This is an optimization exercise on Yosys and OpenROAD, whose aim is small area and a short achievable clock period, not a production implementation.
Function was checked by simulation only, so behaviour that the tests miss may differ from the original.
No activity file was given, so power comes from the tool's default toggle rates.

**config.mk**
```make
export PLATFORM = sky130hd
export DESIGN_NAME = mac_demo
export DESIGN_NICKNAME = mac_demo
export VERILOG_FILES = /design/flow/design.v
export SDC_FILE = /design/flow/constraint.sdc
export NUM_CORES = 4
export LEC_CHECK = 0
export ABC_AREA = 1
export CAP_MARGIN = 20
export CORE_MARGIN = 2
export CORE_UTILIZATION = 40
export CTS_BUF_LIST = sky130_fd_sc_hd__clkbuf_8
export CTS_CLUSTER_SIZE = 15
export SETUP_SLACK_MARGIN = 2.6
export SLEW_MARGIN = 20
export SYNTH_HIERARCHICAL = 1
export SYNTH_MINIMUM_KEEP_SIZE = 0
```
**constraint.sdc**
```tcl
create_clock -name core_clock -period 7.0 [get_ports {clk}]
set_input_delay 1.4000 -clock core_clock [delete_from_list [all_inputs] [get_ports {clk}]]
set_output_delay 1.4000 -clock core_clock [all_outputs]
set_load 0.01 [all_outputs]
```
**design.v**
```verilog
module multiplier  #(parameter width = 16)
   ( input    signed  [width-1 : 0] multiplicand,
     input    signed  [width-1 : 0] multiplier,   
     output   signed  [2 * width - 1 : 0] product
   ) ;
   assign  product = multiplicand * multiplier ;
endmodule
module  adder  #(parameter width = 32)  
		( input   signed [width-1 : 0] a ,
		  input   signed [width-1 : 0] b , 
		  output  signed [width-1 : 0] sum
		) ;
    assign   sum = a + b ;
endmodule
module accumulator #(parameter width = 32) 
	(input    clk,
     	 input    ena,
         input    reset,
         input	  signed [width - 1 : 0] acc_in,
   	 output   reg signed [width - 1 : 0] acc_out
	) ;
   always @(posedge clk) begin
      if (reset)  acc_out <= 0 ;
      else if (ena) acc_out <= acc_in ;
   end
endmodule
module mac_demo(input clk, input reset, input ena,
                input signed [15:0] k, input signed [15:0] x,
                output signed [31:0] acc_out);
  reg [31:0] rs, rc;
  reg rz;
  wire [31:0] acc;
  wire [31:0] ag, ap;
  ha u_cp0 (.a(rs[0]), .b(rc[0]), .s(ap[0]), .co(ag[0]));
  ha u_cp1 (.a(rs[1]), .b(rc[1]), .s(ap[1]), .co(ag[1]));
  ha u_cp2 (.a(rs[2]), .b(rc[2]), .s(ap[2]), .co(ag[2]));
  ha u_cp3 (.a(rs[3]), .b(rc[3]), .s(ap[3]), .co(ag[3]));
  ha u_cp4 (.a(rs[4]), .b(rc[4]), .s(ap[4]), .co(ag[4]));
  ha u_cp5 (.a(rs[5]), .b(rc[5]), .s(ap[5]), .co(ag[5]));
  ha u_cp6 (.a(rs[6]), .b(rc[6]), .s(ap[6]), .co(ag[6]));
  ha u_cp7 (.a(rs[7]), .b(rc[7]), .s(ap[7]), .co(ag[7]));
  ha u_cp8 (.a(rs[8]), .b(rc[8]), .s(ap[8]), .co(ag[8]));
  ha u_cp9 (.a(rs[9]), .b(rc[9]), .s(ap[9]), .co(ag[9]));
  ha u_cp10 (.a(rs[10]), .b(rc[10]), .s(ap[10]), .co(ag[10]));
  ha u_cp11 (.a(rs[11]), .b(rc[11]), .s(ap[11]), .co(ag[11]));
  ha u_cp12 (.a(rs[12]), .b(rc[12]), .s(ap[12]), .co(ag[12]));
  ha u_cp13 (.a(rs[13]), .b(rc[13]), .s(ap[13]), .co(ag[13]));
  ha u_cp14 (.a(rs[14]), .b(rc[14]), .s(ap[14]), .co(ag[14]));
  ha u_cp15 (.a(rs[15]), .b(rc[15]), .s(ap[15]), .co(ag[15]));
  ha u_cp16 (.a(rs[16]), .b(rc[16]), .s(ap[16]), .co(ag[16]));
  ha u_cp17 (.a(rs[17]), .b(rc[17]), .s(ap[17]), .co(ag[17]));
  ha u_cp18 (.a(rs[18]), .b(rc[18]), .s(ap[18]), .co(ag[18]));
  ha u_cp19 (.a(rs[19]), .b(rc[19]), .s(ap[19]), .co(ag[19]));
  ha u_cp20 (.a(rs[20]), .b(rc[20]), .s(ap[20]), .co(ag[20]));
  ha u_cp21 (.a(rs[21]), .b(rc[21]), .s(ap[21]), .co(ag[21]));
  ha u_cp22 (.a(rs[22]), .b(rc[22]), .s(ap[22]), .co(ag[22]));
  ha u_cp23 (.a(rs[23]), .b(rc[23]), .s(ap[23]), .co(ag[23]));
  ha u_cp24 (.a(rs[24]), .b(rc[24]), .s(ap[24]), .co(ag[24]));
  ha u_cp25 (.a(rs[25]), .b(rc[25]), .s(ap[25]), .co(ag[25]));
  ha u_cp26 (.a(rs[26]), .b(rc[26]), .s(ap[26]), .co(ag[26]));
  ha u_cp27 (.a(rs[27]), .b(rc[27]), .s(ap[27]), .co(ag[27]));
  ha u_cp28 (.a(rs[28]), .b(rc[28]), .s(ap[28]), .co(ag[28]));
  ha u_cp29 (.a(rs[29]), .b(rc[29]), .s(ap[29]), .co(ag[29]));
  ha u_cp30 (.a(rs[30]), .b(rc[30]), .s(ap[30]), .co(ag[30]));
  ha u_cp31 (.a(rs[31]), .b(rc[31]), .s(ap[31]), .co(ag[31]));
  wire pg1 = ag[1] | (ap[1] & ag[0]);
  wire pp_1 = ap[1] & ap[0];
  wire pg2 = ag[3] | (ap[3] & ag[2]);
  wire pp_2 = ap[3] & ap[2];
  wire pg3 = ag[5] | (ap[5] & ag[4]);
  wire pp_3 = ap[5] & ap[4];
  wire pg4 = ag[7] | (ap[7] & ag[6]);
  wire pp_4 = ap[7] & ap[6];
  wire pg5 = ag[9] | (ap[9] & ag[8]);
  wire pp_5 = ap[9] & ap[8];
  wire pg6 = ag[11] | (ap[11] & ag[10]);
  wire pp_6 = ap[11] & ap[10];
  wire pg7 = ag[13] | (ap[13] & ag[12]);
  wire pp_7 = ap[13] & ap[12];
  wire pg8 = ag[15] | (ap[15] & ag[14]);
  wire pp_8 = ap[15] & ap[14];
  wire pg9 = ag[17] | (ap[17] & ag[16]);
  wire pp_9 = ap[17] & ap[16];
  wire pg10 = ag[19] | (ap[19] & ag[18]);
  wire pp_10 = ap[19] & ap[18];
  wire pg11 = ag[21] | (ap[21] & ag[20]);
  wire pp_11 = ap[21] & ap[20];
  wire pg12 = ag[23] | (ap[23] & ag[22]);
  wire pp_12 = ap[23] & ap[22];
  wire pg13 = ag[25] | (ap[25] & ag[24]);
  wire pp_13 = ap[25] & ap[24];
  wire pg14 = ag[27] | (ap[27] & ag[26]);
  wire pp_14 = ap[27] & ap[26];
  wire pg15 = ag[29] | (ap[29] & ag[28]);
  wire pp_15 = ap[29] & ap[28];
  wire pg16 = ag[31] | (ap[31] & ag[30]);
  wire pp_16 = ap[31] & ap[30];
  wire pg17 = pg2 | (pp_2 & pg1);
  wire pp_17 = pp_2 & pp_1;
  wire pg18 = pg4 | (pp_4 & pg3);
  wire pp_18 = pp_4 & pp_3;
  wire pg19 = pg6 | (pp_6 & pg5);
  wire pp_19 = pp_6 & pp_5;
  wire pg20 = pg8 | (pp_8 & pg7);
  wire pp_20 = pp_8 & pp_7;
  wire pg21 = pg10 | (pp_10 & pg9);
  wire pp_21 = pp_10 & pp_9;
  wire pg22 = pg12 | (pp_12 & pg11);
  wire pp_22 = pp_12 & pp_11;
  wire pg23 = pg14 | (pp_14 & pg13);
  wire pp_23 = pp_14 & pp_13;
  wire pg24 = pg16 | (pp_16 & pg15);
  wire pp_24 = pp_16 & pp_15;
  wire pg25 = pg18 | (pp_18 & pg17);
  wire pp_25 = pp_18 & pp_17;
  wire pg26 = pg20 | (pp_20 & pg19);
  wire pp_26 = pp_20 & pp_19;
  wire pg27 = pg22 | (pp_22 & pg21);
  wire pp_27 = pp_22 & pp_21;
  wire pg28 = pg24 | (pp_24 & pg23);
  wire pp_28 = pp_24 & pp_23;
  wire pg29 = pg26 | (pp_26 & pg25);
  wire pp_29 = pp_26 & pp_25;
  wire pg30 = pg28 | (pp_28 & pg27);
  wire pp_30 = pp_28 & pp_27;
  wire pg31 = pg30 | (pp_30 & pg29);
  wire pp_31 = pp_30 & pp_29;
  wire pg32 = pg27 | (pp_27 & pg29);
  wire pp_32 = pp_27 & pp_29;
  wire pg33 = pg19 | (pp_19 & pg25);
  wire pp_33 = pp_19 & pp_25;
  wire pg34 = pg21 | (pp_21 & pg29);
  wire pp_34 = pp_21 & pp_29;
  wire pg35 = pg23 | (pp_23 & pg32);
  wire pp_35 = pp_23 & pp_32;
  wire pg36 = pg3 | (pp_3 & pg17);
  wire pp_36 = pp_3 & pp_17;
  wire pg37 = pg5 | (pp_5 & pg25);
  wire pp_37 = pp_5 & pp_25;
  wire pg38 = pg7 | (pp_7 & pg33);
  wire pp_38 = pp_7 & pp_33;
  wire pg39 = pg9 | (pp_9 & pg29);
  wire pp_39 = pp_9 & pp_29;
  wire pg40 = pg11 | (pp_11 & pg34);
  wire pp_40 = pp_11 & pp_34;
  wire pg41 = pg13 | (pp_13 & pg32);
  wire pp_41 = pp_13 & pp_32;
  wire pg42 = pg15 | (pp_15 & pg35);
  wire pp_42 = pp_15 & pp_35;
  wire pg43 = ag[2] | (ap[2] & pg1);
  wire pp_43 = ap[2] & pp_1;
  wire pg44 = ag[4] | (ap[4] & pg17);
  wire pp_44 = ap[4] & pp_17;
  wire pg45 = ag[6] | (ap[6] & pg36);
  wire pp_45 = ap[6] & pp_36;
  wire pg46 = ag[8] | (ap[8] & pg25);
  wire pp_46 = ap[8] & pp_25;
  wire pg47 = ag[10] | (ap[10] & pg37);
  wire pp_47 = ap[10] & pp_37;
  wire pg48 = ag[12] | (ap[12] & pg33);
  wire pp_48 = ap[12] & pp_33;
  wire pg49 = ag[14] | (ap[14] & pg38);
  wire pp_49 = ap[14] & pp_38;
  wire pg50 = ag[16] | (ap[16] & pg29);
  wire pp_50 = ap[16] & pp_29;
  wire pg51 = ag[18] | (ap[18] & pg39);
  wire pp_51 = ap[18] & pp_39;
  wire pg52 = ag[20] | (ap[20] & pg34);
  wire pp_52 = ap[20] & pp_34;
  wire pg53 = ag[22] | (ap[22] & pg40);
  wire pp_53 = ap[22] & pp_40;
  wire pg54 = ag[24] | (ap[24] & pg32);
  wire pp_54 = ap[24] & pp_32;
  wire pg55 = ag[26] | (ap[26] & pg41);
  wire pp_55 = ap[26] & pp_41;
  wire pg56 = ag[28] | (ap[28] & pg35);
  wire pp_56 = ap[28] & pp_35;
  wire pg57 = ag[30] | (ap[30] & pg42);
  wire pp_57 = ap[30] & pp_42;
  assign acc = ap ^ {pg57, pg42, pg56, pg35, pg55, pg41, pg54, pg32, pg53, pg40, pg52, pg34, pg51, pg39, pg50, pg29, pg49, pg38, pg48, pg33, pg47, pg37, pg46, pg25, pg45, pg36, pg44, pg17, pg43, pg1, ag[0], 1'b0};
  assign acc_out = acc & {32{~rz}};
  wire en = ena;
  wire [31:0] fb = acc_out;
  wire [16:0] xe = {x, 1'b0};
  wire [15:0] kg = k;
  wire [16:0] ke = {k[15], k};
  wire [17:0] ke2 = {ke, 1'b0};
  wire [7:0] ng, ngb;
  wire b0_one = (xe[1] ^ xe[0]) & en;
  wire b0_two = ((xe[2] & ~xe[1] & ~xe[0]) | (~xe[2] & xe[1] & xe[0])) & en;
  assign ng[0] = xe[2];
  wire [16:0] t0 = ke ^ {17{ng[0]}};
  wire [16:0] pp0 = ({17{b0_one}} & t0) | ({17{b0_two}} & {t0[15:0], ng[0]});
  assign ngb[0] = xe[2] & ~(xe[1] & xe[0]) & en;
  wire b1_one = (xe[3] ^ xe[2]) & en;
  wire b1_two = ((xe[4] & ~xe[3] & ~xe[2]) | (~xe[4] & xe[3] & xe[2])) & en;
  assign ng[1] = xe[4];
  wire [16:0] t1 = ke ^ {17{ng[1]}};
  wire [16:0] pp1 = ({17{b1_one}} & t1) | ({17{b1_two}} & {t1[15:0], ng[1]});
  assign ngb[1] = xe[4] & ~(xe[3] & xe[2]) & en;
  wire b2_one = (xe[5] ^ xe[4]) & en;
  wire b2_two = ((xe[6] & ~xe[5] & ~xe[4]) | (~xe[6] & xe[5] & xe[4])) & en;
  assign ng[2] = xe[6];
  wire [16:0] t2 = ke ^ {17{ng[2]}};
  wire [16:0] pp2 = ({17{b2_one}} & t2) | ({17{b2_two}} & {t2[15:0], ng[2]});
  assign ngb[2] = xe[6] & ~(xe[5] & xe[4]) & en;
  wire b3_one = (xe[7] ^ xe[6]) & en;
  wire b3_two = ((xe[8] & ~xe[7] & ~xe[6]) | (~xe[8] & xe[7] & xe[6])) & en;
  assign ng[3] = xe[8];
  wire [16:0] t3 = ke ^ {17{ng[3]}};
  wire [16:0] pp3 = ({17{b3_one}} & t3) | ({17{b3_two}} & {t3[15:0], ng[3]});
  assign ngb[3] = xe[8] & ~(xe[7] & xe[6]) & en;
  wire b4_one = (xe[9] ^ xe[8]) & en;
  wire b4_two = ((xe[10] & ~xe[9] & ~xe[8]) | (~xe[10] & xe[9] & xe[8])) & en;
  assign ng[4] = xe[10];
  wire [16:0] t4 = ke ^ {17{ng[4]}};
  wire [16:0] pp4 = ({17{b4_one}} & t4) | ({17{b4_two}} & {t4[15:0], ng[4]});
  assign ngb[4] = xe[10] & ~(xe[9] & xe[8]) & en;
  wire b5_one = (xe[11] ^ xe[10]) & en;
  wire b5_two = ((xe[12] & ~xe[11] & ~xe[10]) | (~xe[12] & xe[11] & xe[10])) & en;
  assign ng[5] = xe[12];
  wire [16:0] t5 = ke ^ {17{ng[5]}};
  wire [16:0] pp5 = ({17{b5_one}} & t5) | ({17{b5_two}} & {t5[15:0], ng[5]});
  assign ngb[5] = xe[12] & ~(xe[11] & xe[10]) & en;
  wire b6_one = (xe[13] ^ xe[12]) & en;
  wire b6_two = ((xe[14] & ~xe[13] & ~xe[12]) | (~xe[14] & xe[13] & xe[12])) & en;
  assign ng[6] = xe[14];
  wire [16:0] t6 = ke ^ {17{ng[6]}};
  wire [16:0] pp6 = ({17{b6_one}} & t6) | ({17{b6_two}} & {t6[15:0], ng[6]});
  assign ngb[6] = xe[14] & ~(xe[13] & xe[12]) & en;
  wire b7_one = (xe[15] ^ xe[14]) & en;
  wire b7_two = ((xe[16] & ~xe[15] & ~xe[14]) | (~xe[16] & xe[15] & xe[14])) & en;
  assign ng[7] = xe[16];
  wire [16:0] t7 = ke ^ {17{ng[7]}};
  wire [16:0] pp7 = ({17{b7_one}} & t7) | ({17{b7_two}} & {t7[15:0], ng[7]});
  assign ngb[7] = xe[16] & ~(xe[15] & xe[14]) & en;
  wire [5:0] pk;
  assign pk[0] = kg[0];
  assign pk[1] = kg[1] ^ (ng[7] & |kg[0:0]);
  assign pk[2] = kg[2] ^ (ng[7] & |kg[1:0]);
  assign pk[3] = kg[3] ^ (ng[7] & |kg[2:0]);
  assign pk[4] = kg[4] ^ (ng[7] & |kg[3:0]);
  assign pk[5] = kg[5] ^ (ng[7] & |kg[4:0]);
  wire [5:0] pe7 = ({6{b7_one}} & pk) | ({6{b7_two}} & {pk[4:0], 1'b0});
  wire c7 = ngb[7] & ~(b7_one & |kg[5:0]) & ~(b7_two & |kg[4:0]);
  wire fs0, fc0;
  fa u_fa0 (.a(ngb[0]), .b(fb[0]), .c(pp0[0]), .s(fs0), .co(fc0));
  wire fs1, fc1;
  fa u_fa1 (.a(fb[1]), .b(pp0[1]), .c(fc0), .s(fs1), .co(fc1));
  wire fs2, fc2;
  fa u_fa2 (.a(ngb[1]), .b(fb[2]), .c(pp0[2]), .s(fs2), .co(fc2));
  wire fs3, fc3;
  fa u_fa3 (.a(pp1[0]), .b(fs2), .c(fc1), .s(fs3), .co(fc3));
  wire fs4, fc4;
  fa u_fa4 (.a(fb[3]), .b(pp0[3]), .c(pp1[1]), .s(fs4), .co(fc4));
  wire hs0, hc0;
  ha u_ha0 (.a(fc2), .b(fs4), .s(hs0), .co(hc0));
  wire fs5, fc5;
  fa u_fa5 (.a(ngb[2]), .b(fb[4]), .c(pp0[4]), .s(fs5), .co(fc5));
  wire fs6, fc6;
  fa u_fa6 (.a(pp1[2]), .b(pp2[0]), .c(fc4), .s(fs6), .co(fc6));
  wire fs7, fc7;
  fa u_fa7 (.a(fs5), .b(hc0), .c(fs6), .s(fs7), .co(fc7));
  wire fs8, fc8;
  fa u_fa8 (.a(fb[5]), .b(pp0[5]), .c(pp1[3]), .s(fs8), .co(fc8));
  wire fs9, fc9;
  fa u_fa9 (.a(pp2[1]), .b(fc5), .c(fs8), .s(fs9), .co(fc9));
  wire hs1, hc1;
  ha u_ha1 (.a(fc6), .b(fs9), .s(hs1), .co(hc1));
  wire fs10, fc10;
  fa u_fa10 (.a(ngb[3]), .b(fb[6]), .c(pp0[6]), .s(fs10), .co(fc10));
  wire fs11, fc11;
  fa u_fa11 (.a(pp1[4]), .b(pp2[2]), .c(pp3[0]), .s(fs11), .co(fc11));
  wire fs12, fc12;
  fa u_fa12 (.a(fc8), .b(fs10), .c(fs11), .s(fs12), .co(fc12));
  wire hs2, hc2;
  ha u_ha2 (.a(fc9), .b(fs12), .s(hs2), .co(hc2));
  wire fs13, fc13;
  fa u_fa13 (.a(fb[7]), .b(pp0[7]), .c(pp1[5]), .s(fs13), .co(fc13));
  wire fs14, fc14;
  fa u_fa14 (.a(pp2[3]), .b(pp3[1]), .c(fc10), .s(fs14), .co(fc14));
  wire fs15, fc15;
  fa u_fa15 (.a(fc11), .b(fs13), .c(fs14), .s(fs15), .co(fc15));
  wire hs3, hc3;
  ha u_ha3 (.a(fc12), .b(hc2), .s(hs3), .co(hc3));
  wire fs16, fc16;
  fa u_fa16 (.a(ngb[4]), .b(fb[8]), .c(pp0[8]), .s(fs16), .co(fc16));
  wire fs17, fc17;
  fa u_fa17 (.a(pp1[6]), .b(pp2[4]), .c(pp3[2]), .s(fs17), .co(fc17));
  wire hs4, hc4;
  ha u_ha4 (.a(pp4[0]), .b(fc13), .s(hs4), .co(hc4));
  wire fs18, fc18;
  fa u_fa18 (.a(fb[9]), .b(pp0[9]), .c(pp1[7]), .s(fs18), .co(fc18));
  wire hs5, hc5;
  ha u_ha5 (.a(pp2[5]), .b(pp3[3]), .s(hs5), .co(hc5));
  wire fs19, fc19;
  fa u_fa19 (.a(ngb[5]), .b(fb[10]), .c(pp0[10]), .s(fs19), .co(fc19));
  wire fs20, fc20;
  fa u_fa20 (.a(pp1[8]), .b(pp2[6]), .c(pp3[4]), .s(fs20), .co(fc20));
  wire fs21, fc21;
  fa u_fa21 (.a(fb[11]), .b(pp0[11]), .c(pp1[9]), .s(fs21), .co(fc21));
  wire hs6, hc6;
  ha u_ha6 (.a(pp2[7]), .b(pp3[5]), .s(hs6), .co(hc6));
  wire fs22, fc22;
  fa u_fa22 (.a(ngb[6]), .b(fb[12]), .c(pp0[12]), .s(fs22), .co(fc22));
  wire fs23, fc23;
  fa u_fa23 (.a(pp1[10]), .b(pp2[8]), .c(pp3[6]), .s(fs23), .co(fc23));
  wire hs7, hc7;
  ha u_ha7 (.a(pp4[4]), .b(pp5[2]), .s(hs7), .co(hc7));
  wire fs24, fc24;
  fa u_fa24 (.a(fb[13]), .b(pp0[13]), .c(pp1[11]), .s(fs24), .co(fc24));
  wire fs25, fc25;
  fa u_fa25 (.a(pp2[9]), .b(pp3[7]), .c(pp4[5]), .s(fs25), .co(fc25));
  wire hs8, hc8;
  ha u_ha8 (.a(pp5[3]), .b(pp6[1]), .s(hs8), .co(hc8));
  wire fs26, fc26;
  fa u_fa26 (.a(fb[14]), .b(pp0[14]), .c(pp1[12]), .s(fs26), .co(fc26));
  wire fs27, fc27;
  fa u_fa27 (.a(pp2[10]), .b(pp3[8]), .c(pp4[6]), .s(fs27), .co(fc27));
  wire fs28, fc28;
  fa u_fa28 (.a(pp5[4]), .b(pp6[2]), .c(pe7[0]), .s(fs28), .co(fc28));
  wire fs29, fc29;
  fa u_fa29 (.a(fb[15]), .b(pp0[15]), .c(pp1[13]), .s(fs29), .co(fc29));
  wire fs30, fc30;
  fa u_fa30 (.a(pp2[11]), .b(pp3[9]), .c(pp4[7]), .s(fs30), .co(fc30));
  wire fs31, fc31;
  fa u_fa31 (.a(pp5[5]), .b(pp6[3]), .c(pe7[1]), .s(fs31), .co(fc31));
  wire fs32, fc32;
  fa u_fa32 (.a(fb[16]), .b(pp0[16]), .c(pp1[14]), .s(fs32), .co(fc32));
  wire fs33, fc33;
  fa u_fa33 (.a(pp2[12]), .b(pp3[10]), .c(pp4[8]), .s(fs33), .co(fc33));
  wire fs34, fc34;
  fa u_fa34 (.a(pp5[6]), .b(pp6[4]), .c(pe7[2]), .s(fs34), .co(fc34));
  wire fs35, fc35;
  fa u_fa35 (.a(fb[17]), .b(pp0[16]), .c(pp1[15]), .s(fs35), .co(fc35));
  wire fs36, fc36;
  fa u_fa36 (.a(pp2[13]), .b(pp3[11]), .c(pp4[9]), .s(fs36), .co(fc36));
  wire fs37, fc37;
  fa u_fa37 (.a(pp5[7]), .b(pp6[5]), .c(pe7[3]), .s(fs37), .co(fc37));
  wire fs38, fc38;
  fa u_fa38 (.a(fb[18]), .b(~pp0[16]), .c(~pp1[16]), .s(fs38), .co(fc38));
  wire fs39, fc39;
  fa u_fa39 (.a(pp2[14]), .b(pp3[12]), .c(pp4[10]), .s(fs39), .co(fc39));
  wire fs40, fc40;
  fa u_fa40 (.a(pp5[8]), .b(pp6[6]), .c(pe7[4]), .s(fs40), .co(fc40));
  wire fs41, fc41;
  assign fs41 = ~(fb[19] ^ pp2[15]);
  assign fc41 = fb[19] | pp2[15];
  wire fs42, fc42;
  fa u_fa42 (.a(pp3[13]), .b(pp4[11]), .c(pp5[9]), .s(fs42), .co(fc42));
  wire hs9, hc9;
  ha u_ha9 (.a(pp6[7]), .b(pe7[5]), .s(hs9), .co(hc9));
  wire fs43, fc43;
  fa u_fa43 (.a(fb[20]), .b(~pp2[16]), .c(pp3[14]), .s(fs43), .co(fc43));
  wire fs44, fc44;
  fa u_fa44 (.a(pp4[12]), .b(pp5[10]), .c(pp6[8]), .s(fs44), .co(fc44));
  wire hs10, hc10;
  ha u_ha10 (.a(pp7[6]), .b(c7), .s(hs10), .co(hc10));
  wire fs45, fc45;
  assign fs45 = ~(fb[21] ^ pp3[15]);
  assign fc45 = fb[21] | pp3[15];
  wire fs46, fc46;
  fa u_fa46 (.a(pp4[13]), .b(pp5[11]), .c(pp6[9]), .s(fs46), .co(fc46));
  wire fs47, fc47;
  fa u_fa47 (.a(fb[22]), .b(~pp3[16]), .c(pp4[14]), .s(fs47), .co(fc47));
  wire hs11, hc11;
  assign hs11 = ~fb[23];
  assign hc11 = fb[23];
  wire fs48, fc48;
  fa u_fa48 (.a(fs16), .b(fs17), .c(hs4), .s(fs48), .co(fc48));
  wire fs49, fc49;
  fa u_fa49 (.a(pp4[1]), .b(hs5), .c(fc16), .s(fs49), .co(fc49));
  wire hs12, hc12;
  ha u_ha12 (.a(fc17), .b(fs18), .s(hs12), .co(hc12));
  wire fs50, fc50;
  fa u_fa50 (.a(pp4[2]), .b(pp5[0]), .c(hc5), .s(fs50), .co(fc50));
  wire fs51, fc51;
  fa u_fa51 (.a(fc18), .b(fs19), .c(fs20), .s(fs51), .co(fc51));
  wire fs52, fc52;
  fa u_fa52 (.a(pp4[3]), .b(pp5[1]), .c(hs6), .s(fs52), .co(fc52));
  wire fs53, fc53;
  fa u_fa53 (.a(fc19), .b(fc20), .c(fs21), .s(fs53), .co(fc53));
  wire fs54, fc54;
  fa u_fa54 (.a(pp6[0]), .b(hc6), .c(hs7), .s(fs54), .co(fc54));
  wire fs55, fc55;
  fa u_fa55 (.a(fc21), .b(fs22), .c(fs23), .s(fs55), .co(fc55));
  wire fs56, fc56;
  fa u_fa56 (.a(hc7), .b(hs8), .c(fc22), .s(fs56), .co(fc56));
  wire fs57, fc57;
  fa u_fa57 (.a(fc23), .b(fs24), .c(fs25), .s(fs57), .co(fc57));
  wire fs58, fc58;
  fa u_fa58 (.a(hc8), .b(fc24), .c(fc25), .s(fs58), .co(fc58));
  wire fs59, fc59;
  fa u_fa59 (.a(fs26), .b(fs27), .c(fs28), .s(fs59), .co(fc59));
  wire fs60, fc60;
  fa u_fa60 (.a(fc26), .b(fc27), .c(fc28), .s(fs60), .co(fc60));
  wire fs61, fc61;
  fa u_fa61 (.a(fs29), .b(fs30), .c(fs31), .s(fs61), .co(fc61));
  wire fs62, fc62;
  fa u_fa62 (.a(fc29), .b(fc30), .c(fc31), .s(fs62), .co(fc62));
  wire fs63, fc63;
  fa u_fa63 (.a(fs32), .b(fs33), .c(fs34), .s(fs63), .co(fc63));
  wire fs64, fc64;
  fa u_fa64 (.a(fc32), .b(fc33), .c(fc34), .s(fs64), .co(fc64));
  wire fs65, fc65;
  fa u_fa65 (.a(fs35), .b(fs36), .c(fs37), .s(fs65), .co(fc65));
  wire fs66, fc66;
  fa u_fa66 (.a(fc35), .b(fc36), .c(fc37), .s(fs66), .co(fc66));
  wire fs67, fc67;
  fa u_fa67 (.a(fs38), .b(fs39), .c(fs40), .s(fs67), .co(fc67));
  wire fs68, fc68;
  fa u_fa68 (.a(hs9), .b(fc38), .c(fc39), .s(fs68), .co(fc68));
  wire fs69, fc69;
  fa u_fa69 (.a(fc40), .b(fs41), .c(fs42), .s(fs69), .co(fc69));
  wire fs70, fc70;
  fa u_fa70 (.a(hc9), .b(fc41), .c(fc42), .s(fs70), .co(fc70));
  wire fs71, fc71;
  fa u_fa71 (.a(fs43), .b(fs44), .c(hs10), .s(fs71), .co(fc71));
  wire fs72, fc72;
  fa u_fa72 (.a(pp7[7]), .b(fc43), .c(fc44), .s(fs72), .co(fc72));
  wire fs73, fc73;
  fa u_fa73 (.a(fs45), .b(hc10), .c(fs46), .s(fs73), .co(fc73));
  wire fs74, fc74;
  fa u_fa74 (.a(pp5[12]), .b(pp6[10]), .c(pp7[8]), .s(fs74), .co(fc74));
  wire fs75, fc75;
  fa u_fa75 (.a(fc45), .b(fc46), .c(fs47), .s(fs75), .co(fc75));
  wire fs76, fc76;
  fa u_fa76 (.a(hs11), .b(pp4[15]), .c(pp5[13]), .s(fs76), .co(fc76));
  wire fs77, fc77;
  fa u_fa77 (.a(pp6[11]), .b(pp7[9]), .c(fc47), .s(fs77), .co(fc77));
  wire fs78, fc78;
  fa u_fa78 (.a(fb[24]), .b(hc11), .c(~pp4[16]), .s(fs78), .co(fc78));
  wire fs79, fc79;
  fa u_fa79 (.a(pp5[14]), .b(pp6[12]), .c(pp7[10]), .s(fs79), .co(fc79));
  wire fs80, fc80;
  assign fs80 = ~(fb[25] ^ pp5[15]);
  assign fc80 = fb[25] | pp5[15];
  wire hs13, hc13;
  ha u_ha13 (.a(pp6[13]), .b(pp7[11]), .s(hs13), .co(hc13));
  wire fs81, fc81;
  fa u_fa81 (.a(fb[26]), .b(~pp5[16]), .c(pp6[14]), .s(fs81), .co(fc81));
  wire hs14, hc14;
  assign hs14 = ~fb[27];
  assign hc14 = fb[27];
  wire hs15, hc15;
  ha u_ha15 (.a(fc14), .b(fs48), .s(hs15), .co(hc15));
  wire fs82, fc82;
  fa u_fa82 (.a(hc4), .b(hs12), .c(fs49), .s(fs82), .co(fc82));
  wire fs83, fc83;
  fa u_fa83 (.a(fs50), .b(hc12), .c(fc49), .s(fs83), .co(fc83));
  wire fs84, fc84;
  fa u_fa84 (.a(fc50), .b(fs52), .c(fc51), .s(fs84), .co(fc84));
  wire fs85, fc85;
  fa u_fa85 (.a(fc52), .b(fs54), .c(fc53), .s(fs85), .co(fc85));
  wire fs86, fc86;
  fa u_fa86 (.a(fc54), .b(fs56), .c(fc55), .s(fs86), .co(fc86));
  wire fs87, fc87;
  fa u_fa87 (.a(fc56), .b(fs58), .c(fc57), .s(fs87), .co(fc87));
  wire fs88, fc88;
  fa u_fa88 (.a(fc58), .b(fs60), .c(fc59), .s(fs88), .co(fc88));
  wire fs89, fc89;
  fa u_fa89 (.a(fc60), .b(fs62), .c(fc61), .s(fs89), .co(fc89));
  wire fs90, fc90;
  fa u_fa90 (.a(fc62), .b(fs64), .c(fc63), .s(fs90), .co(fc90));
  wire fs91, fc91;
  fa u_fa91 (.a(fc64), .b(fs66), .c(fc65), .s(fs91), .co(fc91));
  wire fs92, fc92;
  fa u_fa92 (.a(fc66), .b(fs68), .c(fc67), .s(fs92), .co(fc92));
  wire fs93, fc93;
  fa u_fa93 (.a(fc68), .b(fc69), .c(fs70), .s(fs93), .co(fc93));
  wire fs94, fc94;
  fa u_fa94 (.a(fc70), .b(fs72), .c(fc71), .s(fs94), .co(fc94));
  wire fs95, fc95;
  fa u_fa95 (.a(fs74), .b(fc72), .c(fc73), .s(fs95), .co(fc95));
  wire fs96, fc96;
  fa u_fa96 (.a(fc74), .b(fs76), .c(fs77), .s(fs96), .co(fc96));
  wire fs97, fc97;
  fa u_fa97 (.a(fc76), .b(fs78), .c(fs79), .s(fs97), .co(fc97));
  wire fs98, fc98;
  fa u_fa98 (.a(hs13), .b(fc78), .c(fc79), .s(fs98), .co(fc98));
  wire fs99, fc99;
  fa u_fa99 (.a(pp7[12]), .b(hc13), .c(fc80), .s(fs99), .co(fc99));
  wire fs100, fc100;
  fa u_fa100 (.a(hs14), .b(pp6[15]), .c(pp7[13]), .s(fs100), .co(fc100));
  wire fs101, fc101;
  fa u_fa101 (.a(fb[28]), .b(hc14), .c(~pp6[16]), .s(fs101), .co(fc101));
  wire hs16, hc16;
  assign hs16 = ~fb[29];
  assign hc16 = fb[29];
  wire hs17, hc17;
  ha u_ha17 (.a(fc15), .b(hc3), .s(hs17), .co(hc17));
  wire fs102, fc102;
  fa u_fa102 (.a(fc48), .b(fs82), .c(hc15), .s(fs102), .co(fc102));
  wire fs103, fc103;
  fa u_fa103 (.a(fs51), .b(fs83), .c(fc82), .s(fs103), .co(fc103));
  wire fs104, fc104;
  fa u_fa104 (.a(fs53), .b(fc83), .c(fs84), .s(fs104), .co(fc104));
  wire fs105, fc105;
  fa u_fa105 (.a(fs55), .b(fc84), .c(fs85), .s(fs105), .co(fc105));
  wire fs106, fc106;
  fa u_fa106 (.a(fs57), .b(fc85), .c(fs86), .s(fs106), .co(fc106));
  wire fs107, fc107;
  fa u_fa107 (.a(fs59), .b(fc86), .c(fs87), .s(fs107), .co(fc107));
  wire fs108, fc108;
  fa u_fa108 (.a(fs61), .b(fc87), .c(fs88), .s(fs108), .co(fc108));
  wire fs109, fc109;
  fa u_fa109 (.a(fs63), .b(fc88), .c(fs89), .s(fs109), .co(fc109));
  wire fs110, fc110;
  fa u_fa110 (.a(fs65), .b(fc89), .c(fs90), .s(fs110), .co(fc110));
  wire fs111, fc111;
  fa u_fa111 (.a(fs67), .b(fc90), .c(fs91), .s(fs111), .co(fc111));
  wire fs112, fc112;
  fa u_fa112 (.a(fs69), .b(fc91), .c(fs92), .s(fs112), .co(fc112));
  wire fs113, fc113;
  fa u_fa113 (.a(fs71), .b(fc92), .c(fs93), .s(fs113), .co(fc113));
  wire fs114, fc114;
  fa u_fa114 (.a(fs73), .b(fc93), .c(fs94), .s(fs114), .co(fc114));
  wire fs115, fc115;
  fa u_fa115 (.a(fs75), .b(fc94), .c(fs95), .s(fs115), .co(fc115));
  wire fs116, fc116;
  fa u_fa116 (.a(fc75), .b(fc95), .c(fs96), .s(fs116), .co(fc116));
  wire fs117, fc117;
  fa u_fa117 (.a(fc77), .b(fs97), .c(fc96), .s(fs117), .co(fc117));
  wire fs118, fc118;
  fa u_fa118 (.a(fs80), .b(fc97), .c(fs98), .s(fs118), .co(fc118));
  wire fs119, fc119;
  fa u_fa119 (.a(fs81), .b(fc98), .c(fs99), .s(fs119), .co(fc119));
  wire fs120, fc120;
  fa u_fa120 (.a(fc81), .b(fs100), .c(fc99), .s(fs120), .co(fc120));
  wire fs121, fc121;
  fa u_fa121 (.a(pp7[14]), .b(fc100), .c(fs101), .s(fs121), .co(fc121));
  wire fs122, fc122;
  fa u_fa122 (.a(hs16), .b(pp7[15]), .c(fc101), .s(fs122), .co(fc122));
  wire fs123, fc123;
  fa u_fa123 (.a(fb[30]), .b(hc16), .c(~pp7[16]), .s(fs123), .co(fc123));
  wire hs18, hc18;
  assign hs18 = ~fb[31];
  assign hc18 = fb[31];
  wire [31:0] ns = {hs18, fs123, fs122, fs121, fs120, fc118, fs118, fs117, fc115, fc114, fc113, fc112, fc111, fc110, fc109, fc108, fc107, fc106, fc105, fc104, fc103, fs103, hc17, hs15, fs15, hc1, fc7, fs7, hs0, fs3, fs1, fs0};
  wire [31:0] nc = {fc123, fc122, fc121, fc120, fc119, fs119, fc117, fc116, fs116, fs115, fs114, fs113, fs112, fs111, fs110, fs109, fs108, fs107, fs106, fs105, fs104, fc102, fs102, hs17, hs3, hs2, hs1, 1'b0, fc3, 1'b0, 1'b0, 1'b0};
  always @(posedge clk) begin
    rz <= reset;
    rs <= ns;
    rc <= nc;
  end
endmodule
module fa(input a, input b, input c, output s, output co);
  assign s = a ^ b ^ c;
  assign co = (a & b) | (a & c) | (b & c);
endmodule
module ha(input a, input b, output s, output co);
  assign s = a ^ b;
  assign co = a & b;
endmodule
```
**flow/run.sh**
```bash
#!/bin/bash
# The standard layout (the standard.sh, unchanged synthesis), except that
# the port buffers are plain buffers and the clock-delay buffer cells are not
# used anywhere. The make output goes to standard.log; ORFS keeps each step's
# log under orfs/logs/.
set -uo pipefail
export BUFFER_PORTS_ARGS="-buffer_cell sky130_fd_sc_hd__buf_2"
export DONT_USE_CELLS="sky130_fd_sc_hd__clkdlybuf4s15_1 sky130_fd_sc_hd__clkdlybuf4s15_2 sky130_fd_sc_hd__clkdlybuf4s18_1 sky130_fd_sc_hd__clkdlybuf4s18_2 sky130_fd_sc_hd__clkdlybuf4s25_1 sky130_fd_sc_hd__clkdlybuf4s25_2 sky130_fd_sc_hd__clkdlybuf4s50_1 sky130_fd_sc_hd__clkdlybuf4s50_2"
bash standard.sh > standard.log 2>&1
```
**standard.sh**
```bash
#!/bin/bash
# synth_recipe.tcl (not shown) runs the flow's synth.tcl, then flattens the netlist and writes it again
# the make line also repeats each setting of config.mk as NAME=value (left out here)
make -C /OpenROAD-flow-scripts/flow DESIGN_CONFIG=/design/flow/config.mk WORK_HOME=/design/flow/orfs CLKGATE_MAP_FILE= SYNTH_SCRIPT=/design/flow/synth_recipe.tcl "${@:-finish}"
```
==> impl_metrics.json, run 1 <==
{
  "status": "complete, no violations",
  "cp_common_cell": "fa_1",
  "worst_path_max_stage_delay_ps": 510,
  "maxSlewHeadroom_pct": 63.5,
  "maxUsedRoutingLayer": "met4",
  "vdd_ir_drop_max_mv": 0.207,
  "global_route.usage.total_pct": 20.3,
  "die_h_um": 147,
  "met3_length_um": 1470,
  "core_area_um2": 20100,
  "route.layer.met1.wl_um": 9580,
  "leading_cell_type_in_the_layout_fill_and_taps_excluded": "fa_1",
  "critical_path_cell_count": 14,
  "critPathArrivalTime_ps": 4470,
  "synth.lib_cells_used.distinct": 36,
  "worst_r2r_path_depth": 14,
  "rsz_0062_raised_after_global_routing": "false",
  "top_area_cell_type_share_of_the_netlist_area_pct": 29.8,
  "clock_latency_ps": 370,
  "yosys_register_bits": 61,
  "finalClockSkew_ps": 14.3,
  "via_count_of_the_first_global_routing_pass": 6287,
  "worst-r2r-setup-slack_ps": 2770,
  "post_synth_inst_count": 866,
  "critical_path.reg2reg.endpoint": "rc[15]$_DFF_P_",
  "finalWeightedCongestion": 0.860,
  "finalWirelength_um": 20600,
  "cts_made_buffers": 9,
  "path_buf_inv": 2,
  "critical_path_class": "flop to flop",
  "timing.critical_path.cells": "ha_1 -> nand2_1 -> inv_1 -> a21oi_4 -> a21oi_1 -> or2_1 -> a31o_1 -> ha_1 -> inv_1 -> nor2_1 -> fa_1 -> fa_1 -> fa_1 -> fa_1",
  "final_cell_mix": "fa_1 (121), xnor2_1 (114), o22ai_1 (112)",
  "hold_violation_total_from_the_final_report": 0,
  "critPathCaptureType": "flop",
  "synth.yosys.seq_area_share_pct": 15.0,
  "setup_viol_count_final": 0,
  "drtIter0Drc": 411,
  "share_of_final_layout_standard_cells_stronger_than_drive_strength_1_pct": 14.1,
  "met2_wirelength_um": 9360,
  "cts.sink_count": 61,
  "count_of_port_buffers_added_during_placement": 66,
  "post-route-cell-area_um2": 8830,
  "overflow": 0,
  "worst_hold_slack_ps": 687,
  "syn_area_um2": 8140,
  "ctsHtreeMaxLevel": 3,
  "ctsHoldBuffers": 0,
  "crit-reg2reg-launch": "rs[7]$_DFF_P_",
  "placedInstanceArea_um2": 8520,
  "totalNegativeSetupSlack_ps": 0,
  "cpMaxStageDelayCell": "fa_1",
  "worst_setup_hold_path_clk_slew_ps": 80,
  "num_antenna_cells": 0,
  "dieArea_um2": 21500,
  "core.rowCount": 52,
  "cts_buffer_depth": 2,
  "p_leak_nw": 4.00,
  "syn_to_final_growth_pct": 8.49,
  "critPathLaunchType": "flop",
  "worstPathMaxFanout": 4,
  "global_route_wire_length_before_repair_um": 34000,
  "timing.max_cap.violations": 0,
  "tightestPinTransition_ps": 544,
  "fin_cells": 1166,
  "synth_top_area_cell": "fa_1",
  "cp_data_required_time_ps": 7250,
  "clock_tree_from_tritoncts": "done",
  "final.setup.worst_slack_ps": 2770,
  "dieWidth_um": 147,
  "yosysWarnings": 7,
  "pin_count_of_the_biggest_net_entering_global_routing": 33,
  "post_synth_main_area_contributors": "fa_1 (30%), dfxtp_1 (15%), xnor2_1 (12%), ha_1 (11%), o22ai_1 (8.6%)",
  "remaining_drc_errors": 0,
  "wl_per_cell_um": 17.7,
  "antenna_left": 0,
  "clock-root-buffer": "clkbuf_8",
  "holdCritStartpoint": "rc[31]$_DFF_P_",
  "hp-class": "flop to flop",
  "final_util_pct": 43.9,
  "max_freq_mhz": 237,
  "dp.final_hpwl_um": 16400,
  "layout_worst_path_cycle_share_pct": 60.4,
  "boundaryPins": 67,
  "pd_cells_nw_per_um2": 419,
  "hold-path-endpoint": "rs[31]$_DFF_P_",
  "min_path_cells": 4,
  "fillerInstances": 1961,
  "nNetsFinal": 1120,
  "numPlacedInstances": 1149,
  "syn_avg_cell_area_um2": 9.39,
  "vias_per_cell": 5.37,
  "cp_top_family": "adder cells",
  "drv_slew": 0,
  "initial_core_util_pct": 40.5,
  "layout_min_cycle_time_ps": 4230,
  "route.vias.total": 6264,
  "startpoint": "rs[7]$_DFF_P_",
  "drt_pre_antenna_iters": 5,
  "multi_input_comb_area_um2": 6400,
  "ff_latch_area_um2": 1220,
  "antenna_violations_before_repair": 0,
  "design_power_total_mw": 3.69,
  "detailedPlace.worstSlack_ps": 2010
}
## state kept, by name (all words and copies together) (netlist names)
register  cells
rz            1
rs           32
rc           28
## synth_stat cells (all sizes together)
master,number
dfxtp,61
xnor2,114
clkbuf,7
inv,78
conb,1
o22ai,112
or2,1
xor2,13
a31o,4
nand4,2
o21ai,36
buf,50
nand3,10
ha,73
fa,121
clkinv,1
nor3,29
nand2,84
a21o,1
o21bai,1
o21a,12
a21oi,13
nor2,42
## cells by family (layout without fill, tap and decap cells)
family	count (synthesis)	count (layout)	synth area share, %
XOR/XNOR	127	127	13.7
other	1	4	0.0461
AO/OA/AOI/OAI	179	179	13.5
AND/OR/NAND/NOR	168	168	9.34
flip-flops	61	61	15.0
adder cells (fa/ha/maj)	194	194	41.0
buffers and inverters	136	163	7.40
## Yosys stat by module (local to each module, per instance)
module    cell area (um2)  copies in the design  cells inside  flip-flops and latches
fa                   20.0                   121             1                       0
mac_demo             5120                     1           698                      61
ha                   12.5                    47             1                       0
## tightest hold or removal path, delay by kind of cell (launching register included)
family,cells,cell delay (ps)
flops,1,310
fa+ha+maj,1,140
compound gates,1,130
simple gates,1,40
buf+inv,1,40
## what timing repair did
action,CTS,global route
setup endpoints to repair,27,30
pin swaps,0,1
resized for setup,16,17
hold endpoints to repair,0,0
buffers inserted,0,1
## layout make-up
type,count,share of cell area [%]
Clock buffer,10,1.56
Clock inverter,6,0.709
Inverter,79,3.36
Multi-Input combinational cell,672,72.6
Sequential cell,61,13.8
Tap cell,270,3.83
Timing Repair Buffer,68,4.14
## per-layer routing
metal	vias up	global-route usage (%)
li1	2966	-
met1	3077	29.1
met2	204	31.6
met3	17	4.78
met4	0	4.03
met5	-	0
## power by group
part | switching (mW) | internal (mW)
clock network | 0.157 | 0.173
registers | 0.0523 | 0.568
logic | 1.57 | 1.17
## how the worst max path moves through the flow
stage,endpoint,slack (ps)
global placement,rc[21]$_DFF_P_,2050
finish,rc[15]$_DFF_P_,2770
global route,acc_out[27],2600
CTS,rc[21]$_DFF_P_,2590
detailed placement,rc[21]$_DFF_P_,2010
floorplan,rc[17]$_DFF_P_,2790
==> inputs of run 2 (changes only) <==
==> flow/run.sh (replaced) <==
#!/bin/bash
# The standard layout (the standard.sh and its synthesis script), with:
# - plain buffers (buf_2) as the port buffers, and the clock-delay buffer
#   cells not used anywhere;
# - ABC's area mapping script replaced by a copy that maps with "map -a"
#   after "dch -f" (ORFS's scripts are copied here; only that file differs).
# The make output goes to standard.log; ORFS keeps each step's log under
# orfs/logs/.
set -uo pipefail
rm -rf myscripts
cp -r "$FLOW_HOME/scripts" myscripts
printf 'strash\ndch -f\nmap -a\ntopo\nstime -c\nbuffer -c\nupsize -c\ndnsize -c\n' > myscripts/abc_area.script
export SCRIPTS_DIR="$PWD/myscripts"
export BUFFER_PORTS_ARGS="-buffer_cell sky130_fd_sc_hd__buf_2"
export DONT_USE_CELLS="sky130_fd_sc_hd__clkdlybuf4s15_1 sky130_fd_sc_hd__clkdlybuf4s15_2 sky130_fd_sc_hd__clkdlybuf4s18_1 sky130_fd_sc_hd__clkdlybuf4s18_2 sky130_fd_sc_hd__clkdlybuf4s25_1 sky130_fd_sc_hd__clkdlybuf4s25_2 sky130_fd_sc_hd__clkdlybuf4s50_1 sky130_fd_sc_hd__clkdlybuf4s50_2"
bash standard.sh > standard.log 2>&1
--- a/config.mk
+++ b/config.mk
@@ -9,9 +9,8 @@
 export CAP_MARGIN = 20
 export CORE_MARGIN = 2
 export CORE_UTILIZATION = 40
-export CTS_BUF_LIST = sky130_fd_sc_hd__clkbuf_8
-export CTS_CLUSTER_SIZE = 15
-export SETUP_SLACK_MARGIN = 2.6
+export CTS_BUF_LIST = sky130_fd_sc_hd__clkbuf_4 sky130_fd_sc_hd__clkbuf_8
+export SETUP_SLACK_MARGIN = 2.45
 export SLEW_MARGIN = 20
 export SYNTH_HIERARCHICAL = 1
 export SYNTH_MINIMUM_KEEP_SIZE = 0
==> run 2 against run 1 <==
  * Still clean on timing, DRC and antenna
  * Sequential cell count unchanged
  * Die area down 2.5%
  * Critical path depth grew 2
  * Largest power group unchanged
  * Final area rose by 6.6%
  * Largest cell class unchanged
  * Global-route usage up 0.93 points
  * Wire length is 4.3% higher
  * Combinational power rose by 18%
  * Non-clock buffer count is 47 higher
==> impl_metrics.json, run 2 <==
{
  "status": "complete, no violations",
  "fillerInstances": 1827,
  "pin_count_of_the_biggest_net_entering_global_routing": 32,
  "max_freq_mhz": 216,
  "hold_violation_total_from_the_final_report": 0,
  "critPathLaunchType": "flop",
  "drtIter0Drc": 375,
  "post-route-cell-area_um2": 9410,
  "holdCritStartpoint": "rs[0]$_DFF_P_",
  "syn_avg_cell_area_um2": 9.48,
  "dp.final_hpwl_um": 16300,
  "clock-root-buffer": "clkbuf_8",
  "die_h_um": 145,
  "finalWirelength_um": 21500,
  "numPlacedInstances": 1115,
  "global_route_wire_length_before_repair_um": 33300,
  "placedInstanceArea_um2": 8370,
  "worstPathMaxFanout": 2,
  "netlist_top_cells_count": "xnor2_1 (122), fa_1 (121), o22ai_1 (121)",
  "drv_slew": 0,
  "cts.sink_count": 61,
  "dieArea_um2": 21000,
  "leading_cell_type_in_the_layout_fill_and_taps_excluded": "xnor2_1",
  "vdd_ir_drop_max_mv": 0.320,
  "core_area_um2": 19500,
  "cts_made_buffers": 9,
  "drt_pre_antenna_iters": 5,
  "largest_reg_flops": 32,
  "layout_worst_path_cycle_share_pct": 66.2,
  "route.vias.total": 6293,
  "final_cell_mix": "xnor2_1 (122), fa_1 (118), o22ai_1 (117)",
  "setup_viol_count_final": 0,
  "remaining_drc_errors": 0,
  "layout_min_cycle_time_ps": 4630,
  "finalWeightedCongestion": 0.900,
  "min_path_cells": 4,
  "maxSlewHeadroom_pct": 58.1,
  "dieWidth_um": 145,
  "design_power_total_mw": 4.27,
  "hp-class": "flop to flop",
  "syn_to_final_growth_pct": 18.8,
  "vias_per_cell": 5.34,
  "clock_latency_ps": 380,
  "antenna_violations_before_repair": 0,
  "initial_core_util_pct": 40.7,
  "crit-reg2reg-launch": "rs[11]$_DFF_P_",
  "worst-r2r-setup-slack_ps": 2460,
  "tightestPinTransition_ps": 621,
  "p_leak_nw": 4.12,
  "totalNegativeSetupSlack_ps": 0,
  "pd_cells_nw_per_um2": 454,
  "ff_latch_area_um2": 1230,
  "ctsHtreeMaxLevel": 3,
  "antenna_left": 0,
  "nNetsFinal": 1138,
  "timing.max_cap.violations": 0,
  "num_antenna_cells": 0,
  "synth_top_area_cell": "fa_1",
  "clock_tree_from_tritoncts": "done",
  "global_route.usage.total_pct": 21.3,
  "post_synth_inst_count": 836,
  "yosys_register_bits": 61,
  "synth.yosys.seq_area_share_pct": 15.4,
  "synth_flop_cell": "dfxtp_1",
  "worst_setup_hold_path_clk_slew_ps": 80,
  "synth_edf_count": 0,
  "finalClockSkew_ps": 12.4,
  "cp_data_required_time_ps": 5600,
  "async_reset_ff_share_pct": 0,
  "critPathArrivalTime_ps": 3230,
  "ctsHoldBuffers": 0,
  "count_of_port_buffers_added_during_placement": 66,
  "top_area_cell_type_share_of_the_netlist_area_pct": 30.6,
  "rsz_0062_raised_after_global_routing": "true",
  "startpoint": "rc[9]$_DFF_P_",
  "largest_register": "rs",
  "critPathCaptureType": "primary output",
  "post_synth_main_area_contributors": "fa_1 (31%), dfxtp_1 (15%), xnor2_1 (13%), ha_1 (12%), o22ai_1 (9.6%)",
  "yosysWarnings": 7,
  "final_util_pct": 48.4,
  "via_count_of_the_first_global_routing_pass": 6390,
  "worst_r2r_path_depth": 20,
  "overflow": 0,
  "boundaryPins": 67,
  "wl_per_cell_um": 18.2,
  "layout_top_registers": "rs (32), rc (28), rz (1)",
  "synth.lib_cells_used.distinct": 34,
  "synth_most_common_cell": "xnor2_1",
  "fin_cells": 1179,
  "share_of_final_layout_standard_cells_stronger_than_drive_strength_1_pct": 22.2,
  "cts_buffer_depth": 2,
  "critical_path_class": "flop to primary output",
  "core.rowCount": 51,
  "syn_area_um2": 7920,
  "multi_input_comb_area_um2": 6510
}
[run 2: changes by cell type in the layout (fill, tap and decap cells not counted), moves of 10 or more]
cell and delta:
ha_1 -10, buf_4 +26, inv_1 -13, buf_6 +20, nand2_1 -27, a21oi_1 +12, nand2_2 -18, nor2_1 +13
o21ai_0 -20
[run 2: per-layer routing]
metal | wire length, um | vias to the layer above | track usage, %
li1 | - | 2987 | -
met1 | 9200 | 3080 | 26.7
met2 | 10500 | 183 | 36.4
met3 | 1230 | 43 | 4.67
met4 | 583 | 0 | 7.20
met5 | 0 | - | 0
[run 2: timing repair]
action	in CTS	in global routing
resized for setup	42	64
setup buffers	33	15
pin swaps	17	19
endpoints found under the setup margin	35	47
[run 2: per-stage QoR]
| stage | setup slack (ps) | hold WS, ps |
|---|---|---|
| 2_1_floorplan | 2510 | 464 |
| 3_3_place_gp | 1900 | 654 |
| 3_5_place_dp | 1850 | 674 |
| 4_1_cts | 2170 | 898 |
| 5_1_grt | 2150 | 937 |
| 6_report | 2370 | 893 |
[run 2: worst paths after layout]
check,to
worst min register to register,rs[0]$_DFF_P_
worst min-delay path,rs[0]$_DFF_P_
worst max register to register,rc[18]$_DFF_P_
worst max-delay path,acc_out[31]
[run 2: report_power, final]
part           total (mW)  leakage [nW]  switching [mW]  internal (mW)
logic                3.24          3.49            1.71           1.53
registers           0.632         0.513          0.0612          0.570
clock network       0.400         0.116           0.162          0.238
total                4.27          4.12            1.93           2.34
[run 2: cell families (layout without fill, tap and decap cells)]
| logic type | after synthesis | in the layout | share of synthesized area [%] |
|---|---|---|---|
| buffers and inverters | 134 | 209 | 6.65 |
| adder cells (fa/ha/maj) | 194 | 194 | 42.1 |
| other | 1 | 4 | 0.0473 |
| flip-flops | 61 | 61 | 15.4 |
| AO/OA/AOI/OAI | 189 | 189 | 14.8 |
| XOR/XNOR | 127 | 127 | 14.0 |
| AND/OR/NAND/NOR | 130 | 130 | 6.95 |
[run 2: area by class of cell]
type                       instances  area share, %
sequential                        61           13.0
tap                              265           3.52
clock inverter                     7           1.30
inverter                          78           3.24
multi-input combinational        644           69.1
timing repair buffer             115           8.43
clock buffer                       9           1.32
[run 2: worst max-delay path, stage by stage, from the launching register on]
cell and delay (ps):
dfxtp_2 330, ha_4 250, a21oi_4 180, nor2_2 60
a211oi_2 190, o221ai_1 150, nor2_2 220, inv_2 90
a221oi_4 330, inv_2 70, nand2_1 60, and3_4 210
o21ai_4 70, ha_4 170, o21a_1 170, nor3_2 130
buf_2 170
[run 2: Yosys stat by module, one instance, submodules excluded]
module,cells inside,copies in the design
mac_demo,668,1
fa,1,121
ha,1,47
==> inputs of run 3 (changes only) <==
--- a/config.mk
+++ b/config.mk
@@ -10,7 +10,7 @@
 export CORE_MARGIN = 2
 export CORE_UTILIZATION = 40
 export CTS_BUF_LIST = sky130_fd_sc_hd__clkbuf_4 sky130_fd_sc_hd__clkbuf_8
-export SETUP_SLACK_MARGIN = 2.45
+export SETUP_SLACK_MARGIN = 2.6
 export SLEW_MARGIN = 20
 export SYNTH_HIERARCHICAL = 1
 export SYNTH_MINIMUM_KEEP_SIZE = 0
==> run 3 against run 2 <==
  * Cell count is 1.7% lower
  * Maximum frequency increased by 1.1%
  * Die area is the same
  * Clock skew fell by 1.2 ps
  * Worst hold slack got worse by 200 ps
  * First-iteration DRC count down 2.1%
  * Synthesized cell count did not move
  * Final area shrank 1.5%
  * Synthesized area did not move
  * Wire length decreased by 4.2%
  * Critical endpoint is now acc_out[25]
  * Largest power group unchanged
==> impl_metrics.json, run 3 <==
{
  "remaining_drc_errors": 0,
  "core.rowCount": 51,
  "vias_per_cell": 5.36,
  "status": "complete, no violations",
  "yosys_register_bits": 61,
  "cts_made_buffers": 9,
  "pin_count_of_the_biggest_net_entering_global_routing": 32,
  "placedInstanceArea_um2": 8400,
  "netlist_top_cells_count": "xnor2_1 (122), fa_1 (121), o22ai_1 (121)",
  "min_path_cells": 4,
  "die_h_um": 145,
  "timing.max_cap.violations": 0,
  "ctsHoldBuffers": 0,
  "layout_min_cycle_time_ps": 4580,
  "cp_data_required_time_ps": 5600,
  "syn_area_um2": 7920,
  "dp.final_hpwl_um": 16100,
  "critPathCaptureType": "primary output",
  "global_route.usage.total_pct": 21.1,
  "nNetsFinal": 1118,
  "ff_latch_area_um2": 1230,
  "core_area_um2": 19500,
  "final_cell_mix": "xnor2_1 (122), fa_1 (121), o22ai_1 (109)",
  "hold_violation_total_from_the_final_report": 0,
  "initial_core_util_pct": 40.7,
  "worstPathMaxFanout": 2,
  "pd_cells_nw_per_um2": 437,
  "synth_most_common_cell": "xnor2_1",
  "maxSlewHeadroom_pct": 58.5,
  "drt_pre_antenna_iters": 4,
  "ctsHtreeMaxLevel": 3,
  "clock_tree_from_tritoncts": "done",
  "global_route_wire_length_before_repair_um": 33100,
  "num_antenna_cells": 0,
  "synth_top_area_cell": "fa_1",
  "cts_buffer_depth": 2,
  "dieWidth_um": 145,
  "finalWirelength_um": 20600,
  "dieArea_um2": 21000,
  "syn_to_final_growth_pct": 17.0,
  "async_reset_ff_share_pct": 0,
  "hp-class": "flop to flop",
  "worst_r2r_path_depth": 16,
  "finalWeightedCongestion": 0.913,
  "share_of_final_layout_standard_cells_stronger_than_drive_strength_1_pct": 21.9,
  "cts.sink_count": 61,
  "layout_worst_path_cycle_share_pct": 65.5,
  "fin_cells": 1159,
  "fillerInstances": 1876,
  "design_power_total_mw": 4.05,
  "syn_avg_cell_area_um2": 9.48,
  "vdd_ir_drop_max_mv": 0.286,
  "synth_flop_cell": "dfxtp_1",
  "post_synth_main_area_contributors": "fa_1 (31%), dfxtp_1 (15%), xnor2_1 (13%), ha_1 (12%), o22ai_1 (9.6%)",
  "synth_edf_count": 0,
  "top_area_cell_type_share_of_the_netlist_area_pct": 30.6,
  "drv_slew": 0,
  "antenna_left": 0,
  "layout_top_registers": "rs (32), rc (28), rz (1)",
  "synth.lib_cells_used.distinct": 34,
  "p_leak_nw": 4.05,
  "numPlacedInstances": 1115,
  "critical_path_class": "flop to primary output",
  "critPathLaunchType": "flop",
  "clock-root-buffer": "clkbuf_8",
  "antenna_violations_before_repair": 0,
  "finalClockSkew_ps": 11.1,
  "totalNegativeSetupSlack_ps": 0,
  "setup_viol_count_final": 0,
  "largest_register": "rs",
  "via_count_of_the_first_global_routing_pass": 6289,
  "critPathArrivalTime_ps": 3180,
  "clock_latency_ps": 370,
  "synth.yosys.seq_area_share_pct": 15.4,
  "rsz_0062_raised_after_global_routing": "true",
  "boundaryPins": 67,
  "multi_input_comb_area_um2": 6580,
  "worst_setup_hold_path_clk_slew_ps": 70,
  "overflow": 0,
  "tightestPinTransition_ps": 621,
  "largest_reg_flops": 32,
  "route.vias.total": 6210,
  "wl_per_cell_um": 17.8,
  "count_of_port_buffers_added_during_placement": 66,
  "max_freq_mhz": 218,
  "post-route-cell-area_um2": 9270,
  "final.setup.worst_slack_ps": 2420,
  "leading_cell_type_in_the_layout_fill_and_taps_excluded": "xnor2_1",
  "drtIter0Drc": 367,
  "yosysWarnings": 7,
  "post_synth_inst_count": 836,
  "detailedPlace.worstSlack_ps": 1850
}
## run 3: per-layer routing
layer	vias to the layer above	global-route usage, %	share of wire (%)
li1	2950	-	-
met1	3048	27.5	43
met2	186	35.5	48
met3	26	3.88	6.2
met4	0	6.49	1.8
met5	-	0	0
## run 3: per-module statistics from Yosys, one instance, submodules excluded
module,flip-flops and latches,area (um2),times used
mac_demo,61,4910,1
fa,0,20.0,121
ha,0,12.5,47
## run 3: per-stage QoR
step	utilization, %	hold WS (ps)
after floorplan	-	464
after global placement	43.2	654
after detailed placement	43.2	665
after CTS	45.7	708
after global routing	47.6	753
final	47.6	698
## run 3: final timing paths
| check | startpoint | to | slack [ps] |
|---|---|---|---|
| setup / recovery | rc[9]$_DFF_P_ | acc_out[25] | 2420 |
| hold / removal | rc[31]$_DFF_P_ | rs[31]$_DFF_P_ | 700 |
| setup reg to reg | rc[9]$_DFF_P_ | rc[18]$_DFF_P_ | 2550 |
| hold reg to reg | rc[31]$_DFF_P_ | rs[31]$_DFF_P_ | 700 |
## run 3: logic make-up (layout without fill, tap and decap cells)
family	count (synthesis)	in the layout	share of synthesized area (%)
compound gates	189	189	14.8
flops	61	61	15.4
other cells	1	4	0.0473
buf+inv	134	189	6.65
xor+xnor	127	127	14.0
fa+ha+maj	194	194	42.1
simple gates	130	130	6.95
## run 3: worst max-delay path: stages (launching register included)
cell and delay, ps:
dfxtp_2 330, ha_4 250, a21oi_4 160, nor2_2 50, a211oi_2 220, o221ai_2 150, nor2_4 160, inv_2 70
a221oi_4 330, inv_2 70, buf_4 140, buf_6 100, buf_6 100, ha_4 140, o21a_1 170, nor3_2 190
buf_2 160
## run 3: repair_timing
item,4_1_cts,5_1_grt
endpoints found under the setup margin,50,46
gates resized for setup,45,61
setup buffers,13,15
gates cloned,0,0
pin swaps,18,26
## run 3: where the power goes
part / switching (mW) / internal, mW / leakage [nW]
registers: 0.0660 / 0.573 / 0.513
logic: 1.65 / 1.40 / 3.42
clock network: 0.146 / 0.223 / 0.120
total: 1.86 / 2.19 / 4.05
## run 3: cell type report
cell class,count,share of cell area [%]
clock buffer,12,1.71
clock inverter,4,0.756
inverter,78,3.31
multi-input combinational,644,70.9
sequential,61,13.3
tap,265,3.58
timing repair buffer,95,6.44
==> inputs of run 4 (changes only) <==
==> flow/run.sh (replaced) <==
#!/bin/bash
# The standard layout (the standard.sh and its synthesis script), with:
# - plain buffers (buf_2) as the port buffers, and the clock-delay buffer
#   cells not used anywhere;
# - ABC's area mapping script replaced by a copy that maps as ORFS does
#   without ABC's own buffering and upsizing, which the layout's repair does
#   instead (ORFS's scripts are copied here; only that file differs).
# The make output goes to standard.log; ORFS keeps each step's log under
# orfs/logs/.
set -uo pipefail
rm -rf myscripts
cp -r "$FLOW_HOME/scripts" myscripts
printf 'strash\ndch\nmap -B 0.9\ntopo\ndnsize -c\n' > myscripts/abc_area.script
export SCRIPTS_DIR="$PWD/myscripts"
export BUFFER_PORTS_ARGS="-buffer_cell sky130_fd_sc_hd__buf_2"
export DONT_USE_CELLS="sky130_fd_sc_hd__clkdlybuf4s15_1 sky130_fd_sc_hd__clkdlybuf4s15_2 sky130_fd_sc_hd__clkdlybuf4s18_1 sky130_fd_sc_hd__clkdlybuf4s18_2 sky130_fd_sc_hd__clkdlybuf4s25_1 sky130_fd_sc_hd__clkdlybuf4s25_2 sky130_fd_sc_hd__clkdlybuf4s50_1 sky130_fd_sc_hd__clkdlybuf4s50_2"
bash standard.sh > standard.log 2>&1
==> run 4 against run 3 <==
  * Synthesized area down 1.9%
  * Worst setup slack improved by 290 ps
  * Critical path depth fell by 7
  * Global-route usage increased by 0.083 points
  * Wire length shrank 1.3%
  * Count of clock-buffer cells in the layout shrank 2
  * Worst hold slack worse by 19 ps
  * Register-to-register slack better by 180 ps
  * Final area fell by 4.5%
  * Highest routed layer unchanged
  * Non-clock buffer count is 27 lower
  * Still clean
  * Critical endpoint is now rc[21]$_DFF_P_
  * Sequential cell count unchanged
==> impl_metrics.json, run 4 <==
{
  "worst_hold_slack_ps": 679,
  "setup_viol_count_final": 0,
  "leading_cell_type_in_the_layout_fill_and_taps_excluded": "fa_1",
  "final_util_pct": 46.9,
  "synth.lib_cells_used.distinct": 21,
  "num_antenna_cells": 0,
  "hold_violation_total_from_the_final_report": 0,
  "tightestPinTransition_ps": 768,
  "synth_top_area_cell": "fa_1",
  "vias_per_cell": 5.34,
  "clock_latency_ps": 380,
  "top_area_cell_type_share_of_the_netlist_area_pct": 31.2,
  "max_freq_mhz": 233,
  "dieArea_um2": 20600,
  "critPathArrivalTime_ps": 4550,
  "critical_path_class": "primary input to flop",
  "worst-r2r-setup-slack_ps": 2730,
  "cts_made_buffers": 9,
  "cts.sink_count": 61,
  "pd_cells_nw_per_um2": 427,
  "synth_flop_cell": "dfxtp_1",
  "cts_buffer_depth": 2,
  "final.setup.worst_slack_ps": 2710,
  "synth_edf_count": 0,
  "yosys_register_bits": 61,
  "route.vias.total": 6179,
  "detailedPlace.worstSlack_ps": 1890,
  "boundaryPins": 67,
  "via_count_of_the_first_global_routing_pass": 6248,
  "syn_avg_cell_area_um2": 9.56,
  "fin_cells": 1157,
  "async_reset_ff_share_pct": 0,
  "timing.max_cap.violations": 0,
  "dieWidth_um": 143,
  "post-route-cell-area_um2": 8850,
  "antenna_violations_before_repair": 0,
  "syn_area_um2": 7770,
  "layout_top_registers": "rs (32), rc (28), rz (1)",
  "hp-class": "flop to flop",
  "design_power_total_mw": 3.78,
  "vdd_ir_drop_max_mv": 0.197,
  "clock-root-buffer": "clkbuf_8",
  "initial_core_util_pct": 41.1,
  "netlist_top_cells_count": "fa_1 (121), xnor2_1 (114), o22ai_1 (112)",
  "totalNegativeSetupSlack_ps": 0,
  "drtIter0Drc": 361,
  "core_area_um2": 18900,
  "worstPathMaxFanout": 21,
  "drv_slew": 0,
  "largest_reg_flops": 32,
  "count_of_port_buffers_added_during_placement": 66,
  "maxSlewHeadroom_pct": 48.7,
  "numPlacedInstances": 1139,
  "ctsHtreeMaxLevel": 3,
  "global_route_wire_length_before_repair_um": 33300,
  "p_leak_nw": 3.73,
  "synth.yosys.seq_area_share_pct": 15.7,
  "pin_count_of_the_biggest_net_entering_global_routing": 22,
  "finalClockSkew_ps": 13.5,
  "ctsHoldBuffers": 0,
  "finalWeightedCongestion": 0.863,
  "rsz_0062_raised_after_global_routing": "true",
  "critPathLaunchType": "primary input",
  "core.rowCount": 50,
  "status": "complete, no violations",
  "global_route.usage.total_pct": 21.1,
  "post_synth_inst_count": 813,
  "dp.final_hpwl_um": 16300,
  "startpoint": "x[7]",
  "remaining_drc_errors": 0,
  "overflow": 0
}
-- run 4: cell count changes after synthesis, moves of 4 or more --
| cell | before | now |
|---|---|---|
| a21oi_1 | 29 | 13 |
| xnor2_1 | 122 | 114 |
| nor2_1 | 56 | 42 |
| a31o_2 | 0 | 4 |
| o21ai_0 | 14 | 36 |
| o22ai_1 | 121 | 112 |
| clkbuf_1 | 21 | 0 |
| inv_1 | 71 | 0 |
| nand2_1 | 34 | 84 |
| buf_2 | 7 | 0 |
| xor2_1 | 5 | 13 |
| nand3_1 | 3 | 10 |
| clkinv_1 | 4 | 79 |
| buf_1 | 24 | 0 |
-- run 4: worst paths after layout --
kind / end / depth (start not counted)
worst max-delay path: rc[21]$_DFF_P_ / 9
worst min register to register: rs[31]$_DFF_P_ / 4
worst min-delay path: rs[31]$_DFF_P_ / 4
worst max register to register: rc[16]$_DFF_P_ / 14
-- run 4: critical path: stages --
cell	delay, ps
buf_4	290
nand2_1	220
o21ai_2	240
nand2_1	290
o22ai_1	270
fa_1	480
fa_1	450
fa_1	500
fa_1	400
-- run 4: per-module statistics from Yosys (local to each module, per instance) --
module | cell area [um2] | cells | flops+latches | copies in the design
fa | 20.0 | 1 | 0 | 121
ha | 12.5 | 1 | 0 | 47
mac_demo | 4760 | 645 | 61 | 1
-- run 4: what timing repair did --
action,4_1_cts,5_1_grt
gates resized for setup,27,31
buffers inserted,0,1
setup endpoints to repair,48,35
gates cloned,0,1
pin swaps,1,5
-- run 4: final cells by class --
cell class,count,area (um2)
Fill cell,1885,10000
Sequential cell,61,1220
Inverter,79,299
Tap cell,260,325
Multi-Input combinational cell,673,6390
Timing Repair Buffer,68,365
Clock inverter,6,110
Clock buffer,10,138
-- run 4: kinds of logic after synthesis --
kind of cell | share of synthesized area, %
compound gates | 14.0
buf+inv | 4.20
xor+xnor | 14.3
simple gates | 8.84
other cells | 0.0482
fa+ha+maj | 42.9
flops | 15.7
-- run 4: routing by layer --
layer / share of wire [%] / wire (um) / GRT usage [%]
met1: 46 / 9330 / 29.4
met2: 46 / 9340 / 33.4
met3: 5.9 / 1190 / 3.43
met4: 2.4 / 485 / 7.43
met5: 0 / 0 / 0
-- run 4: power by group --
group          internal, mW  switching [mW]  leakage (nW)
clock network         0.245           0.157         0.119
logic                  1.19            1.56          3.10
registers             0.569          0.0577         0.512

-- static timing again, ports no longer ideal --
The results above use ideal ports. As a check the final layouts listed here were re-extracted and re-timed, cells and wires unchanged. Step 1 assumes that a clkbuf_16 drives the clock port and a buf_2 every other input. Step 2 also shifts input and output timing later by t, the mid clock arrival at the registers, as if the neighbouring blocks saw the same clock. Three values: no drivers, after step 1, after step 2; two values: the first two.
run | t (ns) | setup slack, ns
run 1 | 0.406 | 2.774 / 2.762 / 2.391
run 2 | 0.413 | 2.366 / 2.327 / 2.156
run 3 | 0.405 | 2.418 / 2.377 / 2.282
run 4 | 0.413 | 2.713 / 2.728 / 2.316
After both steps setup and hold are still met in every run listed.
